This is an optimization exercise on Yosys and OpenROAD, whose aim is small area and a short achievable clock period, not a production implementation. RTL that was checked went through simulation tests only; none was proved equivalent to the original. Power and IR drop assume default switching activity.

==> flow/design.v <==
module APB_INT_Count #(
    parameter DATA_WIDTH = 32,
    parameter ADDR_WIDTH = 16
)
(
    input  wire                     PCLK,
    input  wire                     PRESETn,
    input  wire                     PSEL,
    input  wire                     PENABLE,
    input  wire                     PWRITE,
    input  wire [ADDR_WIDTH-1:0]    PADDR,
    input  wire [DATA_WIDTH-1:0]    PWDATA,
    output reg  [DATA_WIDTH-1:0]    PRDATA,
    output reg                      PREADY,
    output reg                      PSLVERR,
    output wire                     linux_irq,
    output wire                     lim_irq,
    output wire                     itim_irq,
    input  wire                     linux_ack,
    input  wire                     lim_ack,
    input  wire                     itim_ack
);
    reg  [31:0] ctrl [1:3];
    reg  [31:0] cnt0 [1:3];           
    reg  [31:0] hist [1:3][1:9];      
    reg  [9:1]  fill [1:3];           
    reg         invalid_access;
    assign linux_irq = ctrl[1][0];
    assign lim_irq   = ctrl[2][0];
    assign itim_irq  = ctrl[3][0];
    wire [3:1] ack = {itim_ack, lim_ack, linux_ack};
    wire [3:1] irq = {itim_irq, lim_irq, linux_irq};
    wire       acc  = PSEL & PENABLE;
    wire       wacc = acc & PWRITE;
    wire       racc = acc & ~PWRITE;
    wire       hi0  = (PADDR[15:8] == 8'h00) && (PADDR[1:0] == 2'b00);
    wire [5:0] a    = PADDR[7:2];
    wire [3:0] lo   = PADDR[5:2];
    wire [15:0] dlo;
    genvar gi;
    generate
        for (gi = 0; gi < 16; gi = gi + 1) begin : g_dlo
            assign dlo[gi] = (lo == gi);
        end
    endgenerate
    wire grp0 = hi0 & (PADDR[7:6] == 2'b00);
    wire grp1 = hi0 & (PADDR[7:6] == 2'b01);
    wire grp2 = hi0 & (PADDR[7:6] == 2'b10);
    wire [3:1] wr_ctrl = {wacc & grp0 & dlo[3], wacc & grp0 & dlo[2], wacc & grp0 & dlo[1]};
    wire [3:1] load    = {wacc & grp2 & dlo[0], wacc & grp1 & dlo[0], wacc & grp0 & dlo[4]};
    wire       wvalid  = grp0 & (dlo[0] | dlo[1] | dlo[2] | dlo[3] | dlo[4])
                       | (grp1 | grp2) & dlo[0];
    wire       rvalid  = grp0 & (lo <= 4'd13) | (grp1 | grp2) & (lo <= 4'd9);
    wire [3:1] grp = {grp2, grp1, grp0};
    wire [3:0] off [1:3];
    assign off[1] = 4'd4;
    assign off[2] = 4'd0;
    assign off[3] = 4'd0;
    wire g0 = PADDR[7:6] == 2'b00;
    wire g1 = PADDR[7:6] == 2'b01;
    wire g2 = PADDR[7:6] == 2'b10;
    wire [3:1] g = {g2, g1, g0};
    localparam NSRC = 34;
    wire [NSRC-1:0] rsel;
    wire [31:0]     rsrc [0:NSRC-1];
    assign rsel[0] = g0 & dlo[0];                                
    assign rsrc[0] = 32'h0000_0001;
    genvar rc, rs;
    generate
        for (rc = 1; rc <= 3; rc = rc + 1) begin : g_rsel
            assign rsel[rc] = g0 & dlo[rc];
            assign rsrc[rc] = ctrl[rc];
            assign rsel[rc + 3] = g[rc] & dlo[off[rc]];
            assign rsrc[rc + 3] = cnt0[rc];
            for (rs = 1; rs <= 9; rs = rs + 1) begin : g_hist
                assign rsel[6 + (rc - 1) * 9 + rs] = g[rc] & dlo[off[rc] + rs] & fill[rc][rs];
                assign rsrc[6 + (rc - 1) * 9 + rs] = hist[rc][rs];
            end
        end
    endgenerate
    wire [31:0] rmux;
    genvar rb, rk;
    generate
        for (rb = 0; rb < 32; rb = rb + 1) begin : g_rbit
            wire [NSRC-1:0] d;
            for (rk = 0; rk < NSRC; rk = rk + 1) begin : g_k
                assign d[rk] = rsrc[rk][rb];
            end
            rd_bit #(.N(NSRC)) u_rd (.sel(rsel), .d(d), .q(rmux[rb]));
        end
    endgenerate
    wire        rok   = racc & hi0;
    wire [31:0] rdata = ({32{rok}} & rmux) | ({32{~racc}} & PRDATA);
    genvar gc;
    integer k;
    generate
        for (gc = 1; gc <= 3; gc = gc + 1) begin : g_ch
            wire shift = ack[gc] & ~irq[gc] & ~load[gc];
            wire [31:0] cnt0_d;
            cnt_next u_cnt (.q(cnt0[gc]), .pw(PWDATA), .rstn(PRESETn), .load(load[gc]),
                            .inc(irq[gc]), .clr(ack[gc]), .d(cnt0_d));
            always @(posedge PCLK)
                cnt0[gc] <= cnt0_d;
            always @(posedge PCLK) begin
                if (!PRESETn)
                    fill[gc] <= 9'd0;
                else if (shift)
                    fill[gc] <= {fill[gc][8:1], 1'b1};
            end
            always @(posedge PCLK) begin
                if (shift) begin
                    hist[gc][1] <= cnt0[gc];
                    for (k = 2; k <= 9; k = k + 1)
                        hist[gc][k] <= hist[gc][k - 1];
                end
            end
        end
    endgenerate
    integer c;
    always @(posedge PCLK or negedge PRESETn) begin
        if (!PRESETn) begin
            ctrl[1] <= 32'd0;
            ctrl[2] <= 32'd0;
            ctrl[3] <= 32'd0;
            PRDATA <= 32'd0;
            PREADY <= 1'b0;
            PSLVERR <= 1'b0;
            invalid_access <= 1'b0;
        end else begin
            for (c = 1; c <= 3; c = c + 1) begin
                if (wr_ctrl[c])
                    ctrl[c] <= PWDATA;
                else if (ack[c])
                    ctrl[c][0] <= 1'b0;
            end
            PRDATA <= rdata;
            invalid_access <= acc & ~(PWRITE ? wvalid : rvalid);
            PREADY <= acc & ~invalid_access;
            PSLVERR <= acc & invalid_access;
        end
    end
endmodule
module rd_bit #(
    parameter N = 2
) (
    input  wire [N-1:0] sel,
    input  wire [N-1:0] d,
    output wire         q
);
    assign q = |(sel & d);
endmodule
module cnt_next (
    input  wire [31:0] q,
    input  wire [31:0] pw,
    input  wire        rstn,
    input  wire        load,
    input  wire        inc,
    input  wire        clr,
    output wire [31:0] d
);
    wire [7:0] g;
    wire [7:0] gin;
    wire [31:0] c;
    genvar i;
    generate
        for (i = 0; i < 8; i = i + 1) begin : g_grp
            assign g[i] = &q[4 * i + 3:4 * i];
            if (i == 0) begin : g_first
                assign gin[i] = 1'b1;
            end else begin : g_rest
                assign gin[i] = &g[i - 1:0];
            end
            assign c[4 * i]     = gin[i];
            assign c[4 * i + 1] = gin[i] & q[4 * i];
            assign c[4 * i + 2] = gin[i] & q[4 * i] & q[4 * i + 1];
            assign c[4 * i + 3] = gin[i] & q[4 * i] & q[4 * i + 1] & q[4 * i + 2];
        end
    endgenerate
    wire ld = rstn & load;
    wire up = rstn & ~load & inc;
    wire hd = rstn & ~load & ~inc & ~clr;
    assign d = ({32{ld}} & pw) | ({32{up}} & (q ^ c)) | ({32{hd}} & q);
endmodule
Settings: LEC_CHECK=0, CAP_MARGIN=20, CORE_MARGIN=2, CORE_UTILIZATION=40, SETUP_SLACK_MARGIN=5, SLEW_MARGIN=20, SYNTH_HIERARCHICAL=1, SYNTH_MINIMUM_KEEP_SIZE=0; clock period 10.0 ns.
standard.sh (not shown) runs the stock make flow with config.mk's settings and CLKGATE_MAP_FILE= SYNTH_SCRIPT=/design/flow/synth_recipe.tcl, a recipe that flattens the netlist after the stock synthesis.
==> flow/flow/run.sh <==
#!/bin/bash
set -euo pipefail
bash standard.sh SETUP_SLACK_MARGIN=6.5 'BUFFER_PORTS_ARGS=-buffer_cell sky130_fd_sc_hd__buf_2' finish > flow_make.log 2>&1
Rerun with:
--- a/flow/design.v
+++ b/flow/design.v
@@ -19,14 +19,14 @@
     input  wire                     linux_ack,
     input  wire                     lim_ack,
     input  wire                     itim_ack
 );
     reg  [31:0] ctrl [1:3];
     reg  [31:0] cnt0 [1:3];           
-    reg  [31:0] hist [1:3][1:9];      
-    reg  [9:1]  fill [1:3];           
+    reg  [31:0] slot [1:3][0:8];      
+    reg  [8:0]  ptr  [1:3];           
     reg         invalid_access;
     assign linux_irq = ctrl[1][0];
     assign lim_irq   = ctrl[2][0];
     assign itim_irq  = ctrl[3][0];
     wire [3:1] ack = {itim_ack, lim_ack, linux_ack};
     wire [3:1] irq = {itim_irq, lim_irq, linux_irq};
@@ -53,68 +53,68 @@
     wire       rvalid  = grp0 & (lo <= 4'd13) | (grp1 | grp2) & (lo <= 4'd9);
     wire [3:1] grp = {grp2, grp1, grp0};
     wire [3:0] off [1:3];
     assign off[1] = 4'd4;
     assign off[2] = 4'd0;
     assign off[3] = 4'd0;
-    wire g0 = PADDR[7:6] == 2'b00;
-    wire g1 = PADDR[7:6] == 2'b01;
-    wire g2 = PADDR[7:6] == 2'b10;
-    wire [3:1] g = {g2, g1, g0};
-    localparam NSRC = 34;
+    localparam NSRC = 35;
     wire [NSRC-1:0] rsel;
     wire [31:0]     rsrc [0:NSRC-1];
-    assign rsel[0] = g0 & dlo[0];                                
+    assign rsel[0] = racc & grp0 & dlo[0];                       
     assign rsrc[0] = 32'h0000_0001;
-    genvar rc, rs;
+    assign rsel[1] = ~racc;                                      
+    assign rsrc[1] = PRDATA;
+    genvar rc, rs, rj;
     generate
         for (rc = 1; rc <= 3; rc = rc + 1) begin : g_rsel
-            assign rsel[rc] = g0 & dlo[rc];
-            assign rsrc[rc] = ctrl[rc];
-            assign rsel[rc + 3] = g[rc] & dlo[off[rc]];
-            assign rsrc[rc + 3] = cnt0[rc];
-            for (rs = 1; rs <= 9; rs = rs + 1) begin : g_hist
-                assign rsel[6 + (rc - 1) * 9 + rs] = g[rc] & dlo[off[rc] + rs] & fill[rc][rs];
-                assign rsrc[6 + (rc - 1) * 9 + rs] = hist[rc][rs];
+            assign rsel[rc + 1] = racc & grp0 & dlo[rc];
+            assign rsrc[rc + 1] = ctrl[rc];
+            assign rsel[rc + 4] = racc & grp[rc] & dlo[off[rc]];
+            assign rsrc[rc + 4] = cnt0[rc];
+            for (rs = 0; rs < 9; rs = rs + 1) begin : g_slot
+                wire [9:1] m;
+                for (rj = 1; rj <= 9; rj = rj + 1) begin : g_j
+                    assign m[rj] = dlo[off[rc] + rj] & ptr[rc][(rs + rj) % 9];
+                end
+                assign rsel[8 + (rc - 1) * 9 + rs] = racc & grp[rc] & (|m);
+                assign rsrc[8 + (rc - 1) * 9 + rs] = slot[rc][rs];
             end
         end
     endgenerate
-    wire [31:0] rmux;
+    wire [31:0] rdata;
     genvar rb, rk;
     generate
         for (rb = 0; rb < 32; rb = rb + 1) begin : g_rbit
             wire [NSRC-1:0] d;
             for (rk = 0; rk < NSRC; rk = rk + 1) begin : g_k
                 assign d[rk] = rsrc[rk][rb];
             end
-            rd_bit #(.N(NSRC)) u_rd (.sel(rsel), .d(d), .q(rmux[rb]));
+            rd_bit #(.N(NSRC)) u_rd (.sel(rsel), .d(d), .q(rdata[rb]));
         end
     endgenerate
-    wire        rok   = racc & hi0;
-    wire [31:0] rdata = ({32{rok}} & rmux) | ({32{~racc}} & PRDATA);
-    genvar gc;
-    integer k;
+    wire [31:0] bus [1:3];
+    genvar gc, gs;
     generate
         for (gc = 1; gc <= 3; gc = gc + 1) begin : g_ch
             wire shift = ack[gc] & ~irq[gc] & ~load[gc];
+            assign bus[gc] = cnt0[gc] & {32{PRESETn}};
             wire [31:0] cnt0_d;
             cnt_next u_cnt (.q(cnt0[gc]), .pw(PWDATA), .rstn(PRESETn), .load(load[gc]),
                             .inc(irq[gc]), .clr(ack[gc]), .d(cnt0_d));
             always @(posedge PCLK)
                 cnt0[gc] <= cnt0_d;
             always @(posedge PCLK) begin
                 if (!PRESETn)
-                    fill[gc] <= 9'd0;
+                    ptr[gc] <= 9'b000000001;
                 else if (shift)
-                    fill[gc] <= {fill[gc][8:1], 1'b1};
+                    ptr[gc] <= {ptr[gc][7:0], ptr[gc][8]};
             end
-            always @(posedge PCLK) begin
-                if (shift) begin
-                    hist[gc][1] <= cnt0[gc];
-                    for (k = 2; k <= 9; k = k + 1)
-                        hist[gc][k] <= hist[gc][k - 1];
+            for (gs = 0; gs < 9; gs = gs + 1) begin : g_slot
+                always @(posedge PCLK) begin
+                    if (!PRESETn || (shift && ptr[gc][gs]))
+                        slot[gc][gs] <= bus[gc];
                 end
             end
         end
     endgenerate
     integer c;
     always @(posedge PCLK or negedge PRESETn) begin
The new run ran to the end with no violations.
Wire length came out higher by 5.9%.
Sequential power is lower by about 3%.
Worst hold slack improved by 0.0049 ns.
Synthesized area climbs by 5.2%.
Cell area rises by about 1.8%.
Via count rose by 5.2%.
Clock skew came out lower by 0.020 ns.
Combinational power came out higher by about 5%.
Flip-flop and latch count does not change.
First-iteration DRC count came out lower by about 1.5%.
Setup slack loses 0.31 ns.
Function not checked in the first run of this note: the RTL went through the layout flow alone.

[separate check: timing with driven ports]
The flow's constraints put no driver on any port. The routed layouts listed below were extracted and timed again, unchanged, in two steps. Step 1 sets driving cells, clkbuf_16 on the clock port and buf_2 on the other inputs (assumed; they add their load-dependent delay and slew). Step 2 moves the port delays by t, midway between the first and last clock arrival at a register: inputs arrive t later, outputs are due t later. That takes back most of the time a late clock gives input paths. Three values: no drivers, after step 1, after step 2; two values: the first two.
run	shift t [ns]	setup WS [ns]	hold WS [ns]	clock arrival spread, ns	worst register clock-pin slew, ns
the first run	0.763	6.226 / 6.275 / 5.512	0.419 / 0.419 / 0.419	0.040 / 0.040	0.07 / 0.07
the second run	0.770	5.918 / 5.960 / 5.191	0.424 / 0.424 / 0.424	0.021 / 0.021	0.07 / 0.07
After both steps setup and hold are still met in every run listed. The setup slack of the second run, which loses most, moves by +0.042 ns with the drivers and by -0.727 ns with both steps.
